Context: an optimization exercise on an open-source flow, tuned for small area. The choices shown serve that exercise and are no tape-out recipe. Function was checked by simulation only, so behaviour that the tests miss may differ from the original.

`flow/config.mk`:
```
export PLATFORM = sky130hd
export DESIGN_NAME = PFIFORM
export DESIGN_NICKNAME = PFIFORM
export VERILOG_FILES = /design/flow/design.v
export SDC_FILE = /design/flow/constraint.sdc
export NUM_CORES = 4
export LEC_CHECK = 0
export ABC_AREA = 1
export CAP_MARGIN = 20
export CORE_MARGIN = 2
export CORE_UTILIZATION = 60
export CTS_BUF_LIST = sky130_fd_sc_hd__clkbuf_8
export PLACE_DENSITY = 0.7
export SLEW_MARGIN = 20
export SYNTH_HIERARCHICAL = 1
```
`flow/constraint.sdc`:
```
create_clock -name core_clock -period 12.0 [get_ports {i_core_clk}]
set_input_delay 2.4000 -clock core_clock [delete_from_list [all_inputs] [get_ports {i_core_clk}]]
set_output_delay 2.4000 -clock core_clock [all_outputs]
set_load 0.01 [all_outputs]
```
`flow/design.v`:
```
module PFIFORM
(
  input  wire          i_rx_rstn,
  input  wire          i_core_clk,
  input  wire          JoinEnable,
  output wire          JoinPermit,
  input  wire          PopPermit,
  input  wire  [4:0]   JoinAmount,
  input  wire  [4:0]   PopAmount,
  input  wire  [255:0] JoinData,
  output wire  [255:0] PopData,
  output wire          PopEnable
);
reg  [6:0]   Count;       
reg  [4:0]   WrLane;      
reg  [2:0]   WrBank;      
reg  [4:0]   RdLane;      
reg  [2:0]   RdBank;      
reg  [767:0] Ring;        
assign JoinPermit = (JoinAmount + Count) < 7'd96;
assign PopEnable  = (PopAmount < Count) && PopPermit;
wire JoinDo = JoinEnable && JoinPermit;
wire [2:0] WrBankNext = {WrBank[1:0], WrBank[2]};
wire [2:0] WrBankPrev = {WrBank[0], WrBank[2:1]};
wire [2:0] RdBankNext = {RdBank[1:0], RdBank[2]};
wire [2:0] RdBankPrev = {RdBank[0], RdBank[2:1]};
wire [5:0] WrEnd = {1'b0, WrLane} + {1'b0, JoinAmount};
wire [5:0] RdEnd = {1'b0, RdLane} + {1'b0, PopAmount};
genvar gs, gm, gb, gi;
wire [255:0] WrRot [0:5];
assign WrRot[0] = JoinData;
generate
  for (gs = 0; gs < 5; gs = gs + 1) begin : g_wrot
    localparam integer SH = 8 << gs;
    wire [255:0] sh = {WrRot[gs][255-SH:0], WrRot[gs][255:256-SH]};
    wire s  = WrLane[gs];
    wire sn = ~WrLane[gs];
    for (gi = 0; gi < 256; gi = gi + 1) begin : g_bit
      pf_oai22 u (.a(sh[gi]), .b(sn), .c(WrRot[gs][gi]), .d(s), .y(WrRot[gs+1][gi]));
    end
  end
endgenerate
generate
  for (gm = 0; gm < 32; gm = gm + 1) begin : g_wlane
    wire geS = gm >= WrLane;
    wire leE = gm <= WrEnd[4:0];
    wire lwr = JoinDo && (WrEnd[5] ? (geS || leE) : (geS && leE));
    wire [2:0] bank = geS ? WrBank : WrBankNext;
    wire [7:0] wd;
    if (gm % 2) begin : g_odd
      for (gi = 0; gi < 8; gi = gi + 1) begin : g_bit
        pf_inv u (.a(WrRot[5][gm*8+gi]), .y(wd[gi]));
      end
    end else begin : g_even
      assign wd = WrRot[5][gm*8 +: 8];
    end
    for (gb = 0; gb < 3; gb = gb + 1) begin : g_wbank
      localparam integer P  = 32*gb + gm;
      localparam integer PN = (P + 1) % 96;
      wire we  = lwr && bank[gb];
      wire wen = ~we;
      wire [7:0] d;
      for (gi = 0; gi < 8; gi = gi + 1) begin : g_bit
        pf_oai22 u (.a(wd[gi]), .b(wen), .c(Ring[PN*8+gi]), .d(we), .y(d[gi]));
      end
      always @(posedge i_core_clk)
        Ring[P*8 +: 8] <= d;
    end
  end
endgenerate
wire [255:0] RdSelN;
generate
  for (gm = 0; gm < 32; gm = gm + 1) begin : g_rlane
    wire geS = gm >= RdLane;
    wire leE = gm <= RdEnd[4:0];
    wire lrd = RdEnd[5] ? (geS || leE) : (geS && leE);
    wire [2:0] bank = geS ? RdBank : RdBankNext;
    wire [2:0] sel = {3{lrd}} & bank;
    for (gi = 0; gi < 8; gi = gi + 1) begin : g_bit
      if (gm % 2) begin : g_odd
        wire t;
        pf_aoi222 u (.a0(sel[0]), .b0(Ring[(gm   )*8+gi]),
                     .a1(sel[1]), .b1(Ring[(gm+32)*8+gi]),
                     .a2(sel[2]), .b2(Ring[(gm+64)*8+gi]), .y(t));
        pf_nand2 v (.a(lrd), .b(t), .y(RdSelN[gm*8+gi]));
      end else begin : g_even
        pf_aoi222 u (.a0(sel[0]), .b0(Ring[(gm   )*8+gi]),
                     .a1(sel[1]), .b1(Ring[(gm+32)*8+gi]),
                     .a2(sel[2]), .b2(Ring[(gm+64)*8+gi]), .y(RdSelN[gm*8+gi]));
      end
    end
  end
endgenerate
wire [255:0] RdRot [0:5];
assign RdRot[0] = RdSelN;
generate
  for (gs = 0; gs < 5; gs = gs + 1) begin : g_rrot
    localparam integer SH = 8 << gs;
    wire [255:0] sh = {RdRot[gs][SH-1:0], RdRot[gs][255:SH]};
    wire s  = RdLane[gs];
    wire sn = ~RdLane[gs];
    for (gi = 0; gi < 256; gi = gi + 1) begin : g_bit
      pf_oai22 u (.a(sh[gi]), .b(sn), .c(RdRot[gs][gi]), .d(s), .y(RdRot[gs+1][gi]));
    end
  end
endgenerate
assign PopData = RdRot[5];
wire [5:0] WrStep = {1'b0, WrLane} + {1'b0, JoinDo ? JoinAmount : 5'd31};
wire [5:0] RdStep = {1'b0, RdLane} + {1'b0, PopEnable ? PopAmount : 5'd31};
always @(posedge i_core_clk or negedge i_rx_rstn)
begin
  if (i_rx_rstn == 1'b0) begin
    Count  <= 7'd0;
    WrLane <= 5'd31;
    WrBank <= 3'b100;
    RdLane <= 5'd0;
    RdBank <= 3'b001;
  end else begin
    case ({PopEnable, JoinDo})
      2'b01: Count <= Count + JoinAmount + 7'd1;
      2'b10: Count <= Count - PopAmount - 7'd1;
      2'b11: Count <= Count + JoinAmount - PopAmount;
      default: Count <= Count;
    endcase
    WrLane <= WrStep[4:0];
    if (JoinDo) begin
      if (WrStep[5]) WrBank <= WrBankNext;
    end else begin
      if (!WrStep[5]) WrBank <= WrBankPrev;
    end
    RdLane <= RdStep[4:0];
    if (PopEnable) begin
      if (RdStep[5]) RdBank <= RdBankNext;
    end else begin
      if (!RdStep[5]) RdBank <= RdBankPrev;
    end
  end
end
endmodule
module pf_oai22 (input wire a, input wire b, input wire c, input wire d, output wire y);
  assign y = ~((a | b) & (c | d));
endmodule
module pf_aoi222 (input wire a0, input wire b0, input wire a1, input wire b1,
                  input wire a2, input wire b2, output wire y);
  assign y = ~((a0 & b0) | (a1 & b1) | (a2 & b2));
endmodule
module pf_nand2 (input wire a, input wire b, output wire y);
  assign y = ~(a & b);
endmodule
module pf_inv (input wire a, output wire y);
  assign y = ~a;
endmodule
```
`flow/flow/run.sh`:
```
#!/bin/bash
# Own layout flow: the standard flow, with two changes:
#  - synthesis maps logic with ABC's area mapper (amap), module by module
#    (flow/my_synth.tcl, flow/area.abc);
#    registers come out as in the standard synthesis;
#  - ports are buffered with buf_1 and CTS inserts no dummy loads.
set -euo pipefail
F=$PWD/flow
export MY_ABC_SCRIPT=$F/area.abc
export MY_ABC_EXTRA=""
export BUFFER_PORTS_ARGS="-buffer_cell sky130_fd_sc_hd__buf_1"
export CTS_ARGS="-sink_clustering_enable -repair_clock_nets -dont_use_dummy_load"
bash standard.sh SYNTH_SCRIPT=$F/my_synth.tcl finish > flow_make.log 2>&1
```
`flow/flow/area.abc`:
```
strash
dch
amap
strash
dch
amap
topo
```
`flow/flow/my_synth.tcl`:
```
# synth_recipe.tcl with the ABC mapping script replaced by $::env(MY_ABC_SCRIPT)
proc synth {args} { yosys synth -nofsm -noshare {*}$args }
set f [open $::env(SCRIPTS_DIR)/synth.tcl]
set txt [read $f]
close $f
set old {log_cmd abc {*}$abc_args}
if {[string first $old $txt] < 0} { error "abc call not found in synth.tcl" }
set txt [string map [list $old {log_cmd abc -script $::env(MY_ABC_SCRIPT) {*}[lrange $abc_args 2 end] {*}$::env(MY_ABC_EXTRA)}] $txt]
eval $txt
# left out here: clear keep_hierarchy, flatten, clean up, hide names made inside functions, write 1_2_yosys.v
```
`flow/standard.sh`:
```
#!/bin/bash
# synth_recipe.tcl (not shown) runs the flow's synth.tcl, then flattens the netlist and writes it again
# the make line also repeats each setting of config.mk as NAME=value (left out here)
make -C /OpenROAD-flow-scripts/flow DESIGN_CONFIG=/design/flow/config.mk WORK_HOME=/design/flow/orfs CLKGATE_MAP_FILE= SYNTH_SCRIPT=/design/flow/synth_recipe.tcl "${@:-finish}"
```
==> run notes, run 1 <==
Status -> failed layout checks
Failing Checks -> capacitance limit, slew limit
Cell Count, Final, Fillers Out -> 7361
Yosys warning count -> 7
Most used cell, CP -> o22ai_1
CTS tree -> built
Sequential cell area -> 16000 µm²
Setup Buffers After CTS -> 0
Crit path max-delay cell type -> nand2_1
Vias in the first global route -> 53055
Commonest non-fill, non-tap cell in the layout -> o22ai_1
Post-synthesis sequential area ratio -> 0.348
Sink Count -> 791
Most frequent cells in the layout -> o22ai_1, dfxtp_1, buf_1
Residual DRC -> 0
P&R area growth vs syn -> 15.5%
Synth Area in Compound Gates -> 0.579
IO Pins -> 528
Vias after detailed routing -> 63016
DR WL/cell -> 34.7 µm
Post-route setup slack -> 0.759 ns
Adder-Cell Fraction of Synth Area -> 0.0145
Post-synthesis xor/xnor area fraction -> 0
Main combinational cell family by area after synthesis -> compound AO/OA/AOI/OAI gates
Root Buffer -> clkbuf_16
CP Capture Type -> output pin
# resized after CTS -> 0
Largest net degree at the start of global routing -> 236
Post-synthesis cell type count -> 34
Minimum clock period -> 11.24 ns
Simple-gate portion of the synthesized area -> 0.0291
Clock skew -> 0.0541 ns
Cts hold-fix bufs -> 0
Syn Area/Cell -> 8.27 µm²
Multi-input logic area -> 28600 µm²
Final ANT Viol Nets -> 0
Starting Density -> 0.605
Mapped Nets -> 5862
Post-synthesis mux area share -> 0
Initial antenna violation count -> 13
Iteration-0 DRC Markers -> 14031
Worst EP arrival -> 8.84 ns
Setup TNS -> 0 ns
Die height -> 280 µm
Htree depth -> 3
RSZ-0062 raised after global routing -> no
Crit start category -> input pin
Most used DFF post-synth -> dfxtp_1
#FFs+latches synth -> 791
Share of synthesized registers carrying an async set or reset -> 0.0291
Fill count -> 6396
Clock transition at the registers of the reported paths -> 0.06 ns
WP data required -> 9.60 ns
RePlAce Congestion -> 1.22
Clock tree buffer depth -> 3
Post-synthesis cell count -> 5543
Worst Tran Pin Value -> 1.56 ns
Die area -> 78700 µm²
Final HPWL DP -> 199000 µm
Dpl ws -> 1.22 ns
# rows -> 101
Total placed cells including tap cells -> 7251
Min-Delay Path Class -> reg2reg
Cell family with most CP delay -> compound AO/OA/AOI/OAI gates
Final hold violation count -> 0
FMAX -> 89.0 MHz
WS Path Type -> in2out
Die width -> 280 µm
Slew HR -> -0.0406
Slew Limit Fails -> 3
First-pass GRT wire length -> 352000 µm
Grt total ovfl -> 0
Vias/cell -> 8.56
Mapped Area -> 45900 µm²
Worst skew pair latency -> 0.68 ns
Ratio of cells with drive above 1 in the final layout -> 0.0527
DR pass1 iterations -> 19
Worst Path Buf+Inv -> 5
Routed WL -> 255000 µm
Final setup viols -> 0
Max Cap Violations -> 2
Placeable Area -> 75800 µm²
Max FO, Critical Path -> 11
Total GRT Usage -> 0.608
Number of buffers created by CTS -> 78
Final nets -> 6691
PortBufs -> 527
Post-synth EDFFs -> 0
Crit-path cells -> buf_1, ha_1, fa_1, a21oi_1, o21ai_0, o21ai_0, buf_4, clkinv_1, nor2_1, clkinv_1, o22ai_1, o21ai_1, o221a_1, a222oi_1, nand2_1, o22ai_1, o22ai_1, o22ai_1, o22ai_1, o22ai_1, buf_1
Crit share post-route -> 0.937
Slowest Stage Delay on Critical Path -> 0.62 ns
[layer usage]
layer	part of all wire	track usage
met3	0.19	0.360
met2	0.37	0.817
met1	0.33	0.672
met5	0.0018	0.0469
met4	0.11	0.519
[logic make-up after synthesis]
kind of cell | after synthesis
compound gates | 3999
fa+ha+maj | 49
buf+inv | 364
simple gates | 340
flops | 791
[worst register-to-register path: cells and delay by family (launching register included)]
| family | cells | cell delay [ns] |
|---|---|---|
| buffers and inverters | 4 | 1.42 |
| AND/OR/NAND/NOR | 8 | 1.19 |
| flip-flops | 1 | 1.11 |
| adder cells (fa/ha/maj) | 2 | 0.71 |
| AO/OA/AOI/OAI | 5 | 1.25 |
[modules after synthesis (local to each module, per instance)]
module     flops+latches  cell area [µm²]  times used  cells
pf_aoi222              0             10.0         256      1
PFIFORM              791            21500           1   1703
pf_inv                 0             3.75         128      1
pf_nand2               0             3.75         128      1
pf_oai22               0             6.26        3328      1
[cell type report]
| class | count | share of cell area |
|---|---|---|
| antenna | 13 | 0.000614 |
| tap | 978 | 0.0231 |
| timing repair buffer | 749 | 0.0701 |
| clock buffer | 78 | 0.0369 |
| inverter | 364 | 0.0268 |
| multi-input combinational | 4388 | 0.540 |
| sequential | 791 | 0.302 |
[per-stage QoR]
step,hold slack [ns],area [µm²],util
6_report,0.395,53000,0.698
4_1_cts,0.390,52700,0.695
2_1_floorplan,0.410,45900,-
5_1_grt,0.415,52900,0.698
3_5_place_dp,0.422,50800,0.670
3_3_place_gp,0.418,50700,0.669
[cell usage after synthesis, drive strengths merged (2+ instances only)]
cell | number | share of area
clkinv | 364 | 0.030
nor2 | 132 | 0.011
a221oi | 38 | 0.0073
nand2 | 178 | 0.015
o22ai | 3357 | 0.46
a222oi | 256 | 0.056
a22oi | 3 | 0.00049
o21bai | 3 | 0.00049
fa | 7 | 0.0031
or2 | 6 | 0.00082
o221a | 70 | 0.017
nor2b | 4 | 0.00055
a21o | 2 | 0.00033
or3 | 2 | 0.00027
o21ai | 96 | 0.010
dfxtp | 768 | 0.34
ha | 42 | 0.011
nand3 | 3 | 0.00033
a211oi | 9 | 0.0015
and2 | 2 | 0.00027
dfstp | 7 | 0.0040
nor3 | 12 | 0.0013
o22a | 6 | 0.0011
o211a | 2 | 0.00044
a21oi | 49 | 0.0053
o21a | 11 | 0.0018
o221ai | 90 | 0.017
o32ai | 3 | 0.00057
dfrtp | 16 | 0.0087
[sequential cells by signal (all words and copies together), names as in the netlist]
name	cells
WrBank	3
Ring	768
RdLane	5
RdBank	3
Count	7
WrLane	5
[path summary, 6_finish.rpt]
kind	slack (ns)	to	from	depth (start not counted)
max	0.76	PopData[116]	PopAmount[0]	21
min	0.39	Ring[335]	Ring[343]	1
max reg2reg	6.17	Ring[203]	WrLane[0]	19
min reg2reg	0.39	Ring[335]	Ring[343]	1
max in group asynchronous	9.90	WrBank[2]	i_rx_rstn	2
min in group asynchronous	1.74	Count[6]	i_rx_rstn	2
==> run 2: changes to the inputs <==
--- a/flow/design.v
+++ b/flow/design.v
@@ -25,7 +25,6 @@
 wire [2:0] RdBankNext = {RdBank[1:0], RdBank[2]};
 wire [2:0] RdBankPrev = {RdBank[0], RdBank[2:1]};
 wire [5:0] WrEnd = {1'b0, WrLane} + {1'b0, JoinAmount};
-wire [5:0] RdEnd = {1'b0, RdLane} + {1'b0, PopAmount};
 genvar gs, gm, gb, gi;
 wire [255:0] WrRot [0:5];
 assign WrRot[0] = JoinData;
@@ -40,12 +39,16 @@
     end
   end
 endgenerate
+wire [2:0] WrBankJ = WrBank & {3{JoinDo}};
+wire [31:0] WrGe;    
+wire [31:0] WrLeR;   
+pf_therm u_wge (.x(WrLane), .ge(WrGe));
+pf_therm u_wle (.x(~WrEnd[4:0]), .ge(WrLeR));
 generate
   for (gm = 0; gm < 32; gm = gm + 1) begin : g_wlane
-    wire geS = gm >= WrLane;
-    wire leE = gm <= WrEnd[4:0];
-    wire lwr = JoinDo && (WrEnd[5] ? (geS || leE) : (geS && leE));
-    wire [2:0] bank = geS ? WrBank : WrBankNext;
+    wire le  = WrLeR[31-gm];
+    wire cur = WrGe[gm] & (WrEnd[5] | le);       
+    wire nxt = ~WrGe[gm] & WrEnd[5] & le;        
     wire [7:0] wd;
     if (gm % 2) begin : g_odd
       for (gi = 0; gi < 8; gi = gi + 1) begin : g_bit
@@ -57,8 +60,8 @@
     for (gb = 0; gb < 3; gb = gb + 1) begin : g_wbank
       localparam integer P  = 32*gb + gm;
       localparam integer PN = (P + 1) % 96;
-      wire we  = lwr && bank[gb];
-      wire wen = ~we;
+      wire wen = ~((cur & WrBankJ[gb]) | (nxt & WrBankJ[(gb+2)%3]));
+      wire we  = ~wen;
       wire [7:0] d;
       for (gi = 0; gi < 8; gi = gi + 1) begin : g_bit
         pf_oai22 u (.a(wd[gi]), .b(wen), .c(Ring[PN*8+gi]), .d(we), .y(d[gi]));
@@ -69,24 +72,23 @@
   end
 endgenerate
 wire [255:0] RdSelN;
+wire [31:0] RdGe;    
+pf_therm u_rge (.x(RdLane), .ge(RdGe));
 generate
   for (gm = 0; gm < 32; gm = gm + 1) begin : g_rlane
-    wire geS = gm >= RdLane;
-    wire leE = gm <= RdEnd[4:0];
-    wire lrd = RdEnd[5] ? (geS || leE) : (geS && leE);
+    wire geS = RdGe[gm];
     wire [2:0] bank = geS ? RdBank : RdBankNext;
-    wire [2:0] sel = {3{lrd}} & bank;
     for (gi = 0; gi < 8; gi = gi + 1) begin : g_bit
       if (gm % 2) begin : g_odd
         wire t;
-        pf_aoi222 u (.a0(sel[0]), .b0(Ring[(gm   )*8+gi]),
-                     .a1(sel[1]), .b1(Ring[(gm+32)*8+gi]),
-                     .a2(sel[2]), .b2(Ring[(gm+64)*8+gi]), .y(t));
-        pf_nand2 v (.a(lrd), .b(t), .y(RdSelN[gm*8+gi]));
+        pf_aoi222 u (.a0(bank[0]), .b0(Ring[(gm   )*8+gi]),
+                     .a1(bank[1]), .b1(Ring[(gm+32)*8+gi]),
+                     .a2(bank[2]), .b2(Ring[(gm+64)*8+gi]), .y(t));
+        pf_inv v (.a(t), .y(RdSelN[gm*8+gi]));
       end else begin : g_even
-        pf_aoi222 u (.a0(sel[0]), .b0(Ring[(gm   )*8+gi]),
-                     .a1(sel[1]), .b1(Ring[(gm+32)*8+gi]),
-                     .a2(sel[2]), .b2(Ring[(gm+64)*8+gi]), .y(RdSelN[gm*8+gi]));
+        pf_aoi222 u (.a0(bank[0]), .b0(Ring[(gm   )*8+gi]),
+                     .a1(bank[1]), .b1(Ring[(gm+32)*8+gi]),
+                     .a2(bank[2]), .b2(Ring[(gm+64)*8+gi]), .y(RdSelN[gm*8+gi]));
       end
     end
   end
@@ -94,13 +96,29 @@
 wire [255:0] RdRot [0:5];
 assign RdRot[0] = RdSelN;
 generate
-  for (gs = 0; gs < 5; gs = gs + 1) begin : g_rrot
+  for (gs = 0; gs < 4; gs = gs + 1) begin : g_rrot
     localparam integer SH = 8 << gs;
     wire [255:0] sh = {RdRot[gs][SH-1:0], RdRot[gs][255:SH]};
     wire s  = RdLane[gs];
     wire sn = ~RdLane[gs];
     for (gi = 0; gi < 256; gi = gi + 1) begin : g_bit
       pf_oai22 u (.a(sh[gi]), .b(sn), .c(RdRot[gs][gi]), .d(s), .y(RdRot[gs+1][gi]));
+    end
+  end
+endgenerate
+wire [31:0] PopLeR;   
+pf_therm u_ple (.x(~PopAmount), .ge(PopLeR));
+generate
+  begin : g_rlast
+    wire [255:0] sh = {RdRot[4][127:0], RdRot[4][255:128]};
+    wire s  = RdLane[4];
+    wire sn = ~RdLane[4];
+    for (gm = 0; gm < 32; gm = gm + 1) begin : g_byte
+      wire over = ~PopLeR[31-gm];
+      for (gi = 0; gi < 8; gi = gi + 1) begin : g_bit
+        pf_aoi221 u (.a(sh[gm*8+gi]), .b(s), .c(RdRot[4][gm*8+gi]), .d(sn), .e(over),
+                     .y(RdRot[5][gm*8+gi]));
+      end
     end
   end
 endgenerate
@@ -150,3 +168,14 @@
 module pf_inv (input wire a, output wire y);
   assign y = ~a;
 endmodule
+module pf_aoi221 (input wire a, input wire b, input wire c, input wire d, input wire e,
+                  output wire y);
+  assign y = ~((a & b) | (c & d) | e);
+endmodule
+module pf_therm (input wire [4:0] x, output wire [31:0] ge);
+  wire [1:0]  g1 = {1'b1, ~x[0]};
+  wire [3:0]  g2 = {g1 | {2{~x[1]}}, g1 & {2{~x[1]}}};
+  wire [7:0]  g3 = {g2 | {4{~x[2]}}, g2 & {4{~x[2]}}};
+  wire [15:0] g4 = {g3 | {8{~x[3]}}, g3 & {8{~x[3]}}};
+  assign ge      = {g4 | {16{~x[4]}}, g4 & {16{~x[4]}}};
+endmodule
==> flow/config.mk (replaced) <==
export PLATFORM = sky130hd
export DESIGN_NAME = PFIFORM
export DESIGN_NICKNAME = PFIFORM
export VERILOG_FILES = /design/flow/design.v
export SDC_FILE = /design/flow/constraint.sdc
export NUM_CORES = 4
export LEC_CHECK = 0
export ABC_AREA = 1
export CAP_MARGIN = 40
export CORE_MARGIN = 2
export CORE_UTILIZATION = 50
export PLACE_DENSITY = 0.6
export SLEW_MARGIN = 40
export SYNTH_HIERARCHICAL = 1
==> run 2 against run 1 <==
  * Now clean on timing, DRC and antenna
  * Synthesized area fell by 0.68%
  * Critical path depth fell by 6
  * Critical endpoint is now PopData[248]
  * Clock skew rose by 0.054 ns
  * Largest cell class unchanged
  * Synthesized cell count fell by 0.36%
  * Worst hold slack improved by 0.013 ns
==> run notes, run 2 <==
Status -> timing/DRC/antenna clean
PortBufs -> 527 (unchanged)
Crit-path cells -> nor2_1, clkinv_1, nor2_1, clkinv_1, nor2_1, clkinv_1, o22ai_1, a222oi_1, buf_2, o22ai_1, o22ai_1, o22ai_1, o22ai_1, a221oi_1, buf_1
Final Cell Area -> 53100 µm² (+0.19%)
Fin util -> 0.589 (-0.110)
Setup TNS -> 0 ns (unchanged)
Placeable Area -> 90100 µm² (+19%)
CP startpoint -> RdLane[4]
Clock skew -> 0.108 ns (+0.0543 ns)
Clock transition at the registers of the reported paths -> 0.06 ns (about the same)
Initial antenna violation count -> 15 (+2)
WP data required -> 9.60 ns (about the same)
RSZ-0062 raised after global routing -> no
RePlAce Congestion -> 1.21 (-0.53%)
Sink Count -> 791 (unchanged)
Number of buffers created by CTS -> 83 (+6.4%)
Slew HR -> 0.225 (+0.265)
Worst skew pair latency -> 0.68 ns (about the same)
Syn Area/Cell -> 8.25 µm² (-0.32%)
Top reg by flops -> Ring
Largest cells by area after synthesis -> o22ai_1, dfxtp_1, a222oi_1, a221oi_1, clkinv_1
Final setup viols -> 0 (unchanged)
Vias/cell -> 8.70 (+1.6%)
Crit path max-delay cell type -> o22ai_1
Mapped Nets -> 5836 (-0.44%)
IO Pins -> 528 (unchanged)
First-pass GRT wire length -> 406000 µm (+15%)
Reg2reg start -> WrLane[0]
Crit start category -> flip-flop
Worst EP arrival -> 7.57 ns (-1.27 ns)
DR WL/cell -> 40.4 µm (+16%)
Min-Delay Path Class -> reg2reg
Worst Tran Pin Value -> 1.16 ns (-0.398 ns)
Commonest cells post-synth -> o22ai_1, dfxtp_1, clkinv_1
Max Cap Violations -> 0 (-2)
Ratio of cells with drive above 1 in the final layout -> 0.0592 (+0.00643)
R2R setup slack -> 6.23 ns (+0.06 ns)
Grt total ovfl -> 0 (unchanged)
Post-synth EDFFs -> 0 (unchanged)
Post-synthesis sequential area ratio -> 0.350 (+0.00239)
Biggest regs -> Ring: 768 flops, Count: 7 flops
Cts hold-fix bufs -> 0 (unchanged)
Most frequent cells in the layout -> o22ai_1, dfxtp_1, buf_1
Final nets -> 6618 (-1.1%)
Most used cell, CP -> o22ai_1
Most used DFF post-synth -> dfxtp_1
Vias after detailed routing -> 65187 (+3.4%)
WS Path Type -> reg2out
Final hold violation count -> 0 (unchanged)
Die width -> 306 µm (+9.0%)
Largest net degree at the start of global routing -> 247 (+4.7%)
Htree depth -> 3 (unchanged)
Post-synthesis cell count -> 5523 (-0.36%)
Max FO, Critical Path -> 37 (+26)
Root Buffer -> clkbuf_16
Die height -> 306 µm (+9.0%)
Worst R2R Path Depth -> 17 (-2)
Total GRT Usage -> 0.605 (-0.00288)
Min-Delay Startpoint -> Ring[470]
Mapped Area -> 45600 µm² (-0.68%)
Multi-input logic area -> 28300 µm² (-1.3%)
Reg2reg end -> Ring[762]
Residual DRC -> 0 (unchanged)
Fill count -> 8295 (+30%)
CTS tree -> built
Placed inst area -> 50400 µm² (-0.71%)
Crit share post-route -> 0.831 (-0.106)
Sequential cell area -> 16000 µm² (unchanged)
Iteration-0 DRC Markers -> 17330 (+24%)
Most common cell in the netlist -> o22ai_1
Slew Limit Fails -> 0 (-3)
# rows -> 110 (+8.9%)
Vias in the first global route -> 55467 (+4.5%)
Minimum clock period -> 9.97 ns (-1.27 ns)
Routed WL -> 303000 µm (+19%)
Commonest non-fill, non-tap cell in the layout -> o22ai_1
Clock tree buffer depth -> 3 (unchanged)
#FFs+latches synth -> 791 (unchanged)
Post-synthesis cell type count -> 32 (-5.9%)
P&R area growth vs syn -> 16.5%
Final ANT Viol Nets -> 0 (unchanged)
Starting Density -> 0.505 (-0.0996)
Yosys warning count -> 7 (unchanged)
# resized after CTS -> 0 (unchanged)
CP Capture Type -> output pin
Yosys top cell by area -> o22ai_1
DR pass1 iterations -> 15 (-4)
Max FFs per register -> 768 (unchanged)
Setup Buffers After CTS -> 0 (unchanged)
Slowest Stage Delay on Critical Path -> 0.78 ns (+0.16 ns)
Final HPWL DP -> 238000 µm (+20%)
Share of synthesized registers carrying an async set or reset -> 0.0291 (unchanged)
FMAX -> 100 MHz (+13%)
Die area -> 93500 µm² (+19%)
Post-synth top area share -> 0.448 (-0.00949)
Hold path depth -> 1 (unchanged)
Worst Hold Endpoint -> Ring[462]
run 2: logic make-up after synthesis:
family,after synthesis,share of synthesized area
AOI/OAI and AO/OA,3928,0.572
DFF,791,0.350
buffers and inverters,498,0.0414
and+or+nand+nor,259,0.0227
adders and majority gates,43,0.0128
other,4,0.000330
run 2: worst max-delay path by stage:
stage | end | cells after the start
floorplan | PopData[0] | 6
global placement | PopData[97] | 14
detailed placement | PopData[97] | 14
CTS | PopData[97] | 14
global route | PopData[31] | 15
finish | PopData[248] | 15
run 2: Yosys stat by module (local to each module, per instance):
module / area (µm²) / flops+latches / cells / copies in the design
PFIFORM: 19700 / 791 / 1487 / 1
pf_inv: 3.75 / 0 / 1 / 256
pf_oai22: 6.26 / 0 / 1 / 3072
pf_aoi221: 8.76 / 0 / 1 / 256
pf_therm: 214 / 0 / 49 / 4
pf_aoi222: 10.0 / 0 / 1 / 256
run 2: worst max-delay path, delay by kind of cell, from the launching register on:
| family | cells | cell delay, ns |
|---|---|---|
| buf+inv | 5 | 1.39 |
| flops | 1 | 0.72 |
| compound gates | 7 | 2.93 |
| simple gates | 3 | 1.85 |
run 2: final cells by class:
type                       instances  area share
clock buffer                      83      0.0391
tap                             1176      0.0277
multi-input combinational       4234       0.533
timing repair buffer             701      0.0620
inverter                         494      0.0363
antenna                           17    0.000802
sequential                       791       0.301
run 2: routing by layer:
metal  GRT usage  wire [µm]  up-vias
met4       0.551      36700       18
met5      0.0403        741        -
met2       0.803     111000     6744
li1            -          -    26623
met3       0.343      55700     1985
met1       0.674      98300    29817
run 2: through the flow:
step | std cells | hold WS, ns | setup slack [ns]
2_1_floorplan | 5523 | 0.410 | 0.314
3_3_place_gp | 7303 | 0.416 | 3.64
3_5_place_dp | 7362 | 0.421 | 3.52
4_1_cts | 7445 | 0.386 | 2.87
5_1_grt | 7479 | 0.404 | 2.50
6_report | 7496 | 0.407 | 2.03
==> run 3: changes to the inputs <==
==> flow/flow/run.sh (replaced) <==
#!/bin/bash
# Own layout flow: the standard flow, with two changes:
#  - synthesis maps logic with ABC's area mapper (amap), module by module
#    (flow/my_synth.tcl, flow/area.abc);
#    registers come out as in the standard synthesis;
#  - ports are buffered with buf_1 and CTS builds the clock tree from clkbuf_8, clusters of up to 14 sinks, no dummy loads.
set -euo pipefail
F=$PWD/flow
export MY_ABC_SCRIPT=$F/area.abc
export MY_ABC_EXTRA=""
export BUFFER_PORTS_ARGS="-buffer_cell sky130_fd_sc_hd__buf_1"
export CTS_ARGS="-sink_clustering_enable -repair_clock_nets -dont_use_dummy_load -buf_list sky130_fd_sc_hd__clkbuf_8 -sink_clustering_size 14 -sink_clustering_max_diameter 50"
bash standard.sh SYNTH_SCRIPT=$F/my_synth.tcl finish > flow_make.log 2>&1
--- a/flow/config.mk
+++ b/flow/config.mk
@@ -6,9 +6,9 @@
 export NUM_CORES = 4
 export LEC_CHECK = 0
 export ABC_AREA = 1
-export CAP_MARGIN = 40
+export CAP_MARGIN = 35
 export CORE_MARGIN = 2
-export CORE_UTILIZATION = 50
-export PLACE_DENSITY = 0.6
-export SLEW_MARGIN = 40
+export CORE_UTILIZATION = 55
+export PLACE_DENSITY = 0.65
+export SLEW_MARGIN = 35
 export SYNTH_HIERARCHICAL = 1
==> run 3 against run 2 <==
  * Critical endpoint is now PopData[221]
  * Still clean on timing, DRC and antenna
  * Register-to-register slack got worse by 0.37 ns
  * Utilization grew 4.1 points
  * Global-route usage up 2.8 points
  * Via count is 0.37% lower
  * Non-clock buffer count decreased by 15
==> run notes, run 3 <==
Top reg by flops -> Ring
Crit start category -> flip-flop
Slew HR -> 0.196 (-0.0285)
Iteration-0 DRC Markers -> 16562 (-4.4%)
#FFs+latches synth -> 791 (unchanged)
Final ANT Viol Nets -> 0 (unchanged)
Die height -> 292 µm (-4.6%)
Mapped Nets -> 5836 (unchanged)
Most used cell, CP -> o22ai_1
DR WL met3 -> 56200 µm (+0.94%)
Worst Tran Pin Value -> 1.21 ns (+0.0427 ns)
Htree depth -> 3 (unchanged)
Final HPWL DP -> 225000 µm (-5.3%)
Clock skew -> 0.134 ns (+0.0259 ns)
Reg2reg end -> Ring[748]
Vias in the first global route -> 54642 (-1.5%)
Vias/cell -> 8.81 (+1.3%)
Commonest non-fill, non-tap cell in the layout -> o22ai_1
Setup TNS -> 0 ns (unchanged)
Cell family with most CP delay -> compound AO/OA/AOI/OAI gates
Crit path max-delay cell type -> a222oi_1
Fill count -> 7347 (-11%)
Hold path depth -> 1 (unchanged)
Met2 WL -> 103000 µm (-7.2%)
Sink Count -> 791 (unchanged)
Post-Route M1 WL -> 93300 µm (-5.1%)
Worst EP arrival -> 6.56 ns (-1.01 ns)
DR WL/cell -> 39.2 µm (-3.0%)
Worst skew pair latency -> 0.81 ns (+0.13 ns)
Most common cell in the netlist -> o22ai_1
Worst R2R Path Depth -> 15 (-2)
Max FO, Critical Path -> 41 (+11%)
Min-Delay Path Class -> reg2reg
Hold WS -> 0.338 ns (-0.0690 ns)
Biggest regs -> Ring: 768 flops, Count: 7 flops
Most used DFF post-synth -> dfxtp_1
# resized after CTS -> 0 (unchanged)
Min-Delay Startpoint -> Ring[680]
Commonest cells post-synth -> o22ai_1, dfxtp_1, clkinv_1
Clock transition at the registers of the reported paths -> 0.09 ns (+0.03 ns)
RePlAce Congestion -> 1.25 (+3.2%)
Yosys top cell by area -> o22ai_1
Initial antenna violation count -> 21 (+6)
Share of synthesized registers carrying an async set or reset -> 0.0291 (unchanged)
CTS tree -> built
Total GRT Usage -> 0.633 (+0.0283)
Largest cells by area after synthesis -> o22ai_1, dfxtp_1, a222oi_1, a221oi_1, clkinv_1
Reg2reg start -> WrLane[1]
WP data required -> 9.60 ns (about the same)
Mapped Area -> 45600 µm² (unchanged)
IO Pins -> 528 (unchanged)
Multi-input logic area -> 28000 µm² (-0.78%)
P&R area growth vs syn -> 13.4%
Residual DRC -> 0 (unchanged)
Root Buffer -> clkbuf_8
Most frequent cells in the layout -> o22ai_1, dfxtp_1, buf_1
FMAX -> 112 MHz (+11%)
Setup Buffers After CTS -> 0 (unchanged)
Yosys warning count -> 7 (unchanged)
Post-synthesis sequential area ratio -> 0.350 (unchanged)
Post-synthesis cell type count -> 32 (unchanged)
Max Cap Violations -> 0 (unchanged)
Grt total ovfl -> 0 (unchanged)
WS Path Type -> reg2out
Vias after detailed routing -> 64947 (-0.37%)
Worst Hold Endpoint -> Ring[672]
Slew Limit Fails -> 0 (unchanged)
Final setup viols -> 0 (unchanged)
Crit share post-route -> 0.746 (-0.0843)
Clock tree buffer depth -> 3 (unchanged)
Top Layer Used -> met5
Slowest Stage Delay on Critical Path -> 0.91 ns (+0.13 ns)
RSZ-0062 raised after global routing -> no
Post-synthesis cell count -> 5523 (unchanged)
Die width -> 292 µm (-4.6%)
Starting Density -> 0.556 (+0.0504)
Cts hold-fix bufs -> 0 (unchanged)
Post-synth EDFFs -> 0 (unchanged)
Ratio of cells with drive above 1 in the final layout -> 0.0520 (-0.00718)
Routed WL -> 289000 µm (-4.5%)
Final hold violation count -> 0 (unchanged)
Worst Path Buf+Inv -> 3 (-2)
Largest net degree at the start of global routing -> 230 (-6.9%)
Post-synth top area share -> 0.448 (unchanged)
First-pass GRT wire length -> 391000 µm (-3.7%)
Syn Area/Cell -> 8.25 µm² (unchanged)
R2R setup slack -> 5.86 ns (-0.37 ns)
Number of buffers created by CTS -> 84 (+1.2%)
PortBufs -> 527 (unchanged)
DR pass1 iterations -> 17 (+2)
# rows -> 105 (-4.5%)
Final nets -> 6604 (-0.21%)
Minimum clock period -> 8.96 ns (-1.01 ns)
Die area -> 85100 µm² (-9.0%)
Max FFs per register -> 768 (unchanged)
Placeable Area -> 82000 µm² (-9.1%)
Crit-path cells -> nor2_1, clkinv_1, nor2_1, o22ai_1, a222oi_1, clkinv_1, o22ai_1, o22ai_1, o22ai_1, o22ai_1, a221oi_1, buf_1
CP Capture Type -> output pin
Status -> timing/DRC/antenna clean
Sequential cell area -> 16000 µm² (unchanged)
## run 3: cell counts after synthesis
No cell type changed its count.
## run 3: how the worst max path moves through the flow
| stage | startpoint | cells after the start | end | slack, ns |
|---|---|---|---|---|
| floorplan | RdLane[0] | 6 | PopData[0] | 0.31 |
| global placement | RdLane[1] | 12 | PopData[89] | 4.27 |
| detailed placement | RdLane[4] | 14 | PopData[150] | 4.37 |
| CTS | RdLane[4] | 14 | PopData[150] | 3.62 |
| global route | RdLane[4] | 15 | PopData[44] | 3.29 |
| finish | RdLane[4] | 12 | PopData[221] | 3.04 |
## run 3: logic make-up (layout without fill, tap and decap cells)
kind of cell             after synthesis  count (layout)  share of synthesized area
adder cells (fa/ha/maj)               43              43                     0.0128
buffers and inverters                498            1264                     0.0414
AO/OA/AOI/OAI                       3928            3928                      0.572
other                                  4              20                   0.000330
AND/OR/NAND/NOR                      259             259                     0.0227
flip-flops                           791             791                      0.350
## run 3: final cells by class
| cell class | count | share of cell area |
|---|---|---|
| clock buffers | 84 | 0.0224 |
| well taps | 1070 | 0.0259 |
| multi-input cells | 4234 | 0.543 |
| repair buffers | 686 | 0.0613 |
| flip-flops and latches | 791 | 0.310 |
| inverters | 494 | 0.0371 |
| diodes | 16 | 0.000775 |
## run 3: per-layer routing
metal,up-vias,global-route usage
met3,2191,0.389
met4,30,0.562
met2,7072,0.824
met1,29140,0.705
li1,26514,-
met5,-,0.0618
## run 3: per-stage QoR
stage / cell area [µm²] / utilization / cells / setup slack (ns)
after floorplan: 45600 / - / 5523 / 0.314
after global placement: 49600 / 0.605 / 7194 / 4.27
after detailed placement: 50000 / 0.610 / 7242 / 4.37
after CTS: 51200 / 0.624 / 7326 / 3.62
after global routing: 51600 / 0.630 / 7362 / 3.29
final: 51700 / 0.630 / 7375 / 3.04
## run 3: modules after synthesis (local to each module, per instance)
module	cells	cell area, µm²	flops+latches	copies in the design
PFIFORM	1487	19700	791	1
pf_therm	49	214	0	4
pf_aoi222	1	10.0	0	256
pf_aoi221	1	8.76	0	256
pf_oai22	1	6.26	0	3072
pf_inv	1	3.75	0	256

-- separate check: timing with driven ports --
No port has a modelled driver above. Below, the same layouts with a new extraction and two added sets of constraints.
Step 1 (the two cells are an assumption about what drives the block):
set clk [get_ports {i_core_clk}]
set_driving_cell -lib_cell sky130_fd_sc_hd__clkbuf_16 $clk
set_driving_cell -lib_cell sky130_fd_sc_hd__buf_2 [delete_from_list [all_inputs] $clk]
Step 2 also shifts input and output timing later by t, the mid clock arrival at the registers, as if the neighbouring blocks saw the same clock.
a / b / c = ideal ports / drivers / drivers and shift; a / b = the first two.
run | t, ns | slack for setup (ns) | worst register clock-pin slew, ns
run 1 | 0.717 | 0.759 / 0.738 / 0.738 | 0.07 / 0.07
run 2 | 0.720 | 2.033 / 1.946 / 2.665 | 0.07 / 0.07
run 3 | 0.817 | 3.045 / 2.966 / 3.783 | 0.10 / 0.10
The setup slack of run 1, which loses most, moves by -0.021 ns with the drivers and by -0.021 ns with both steps.
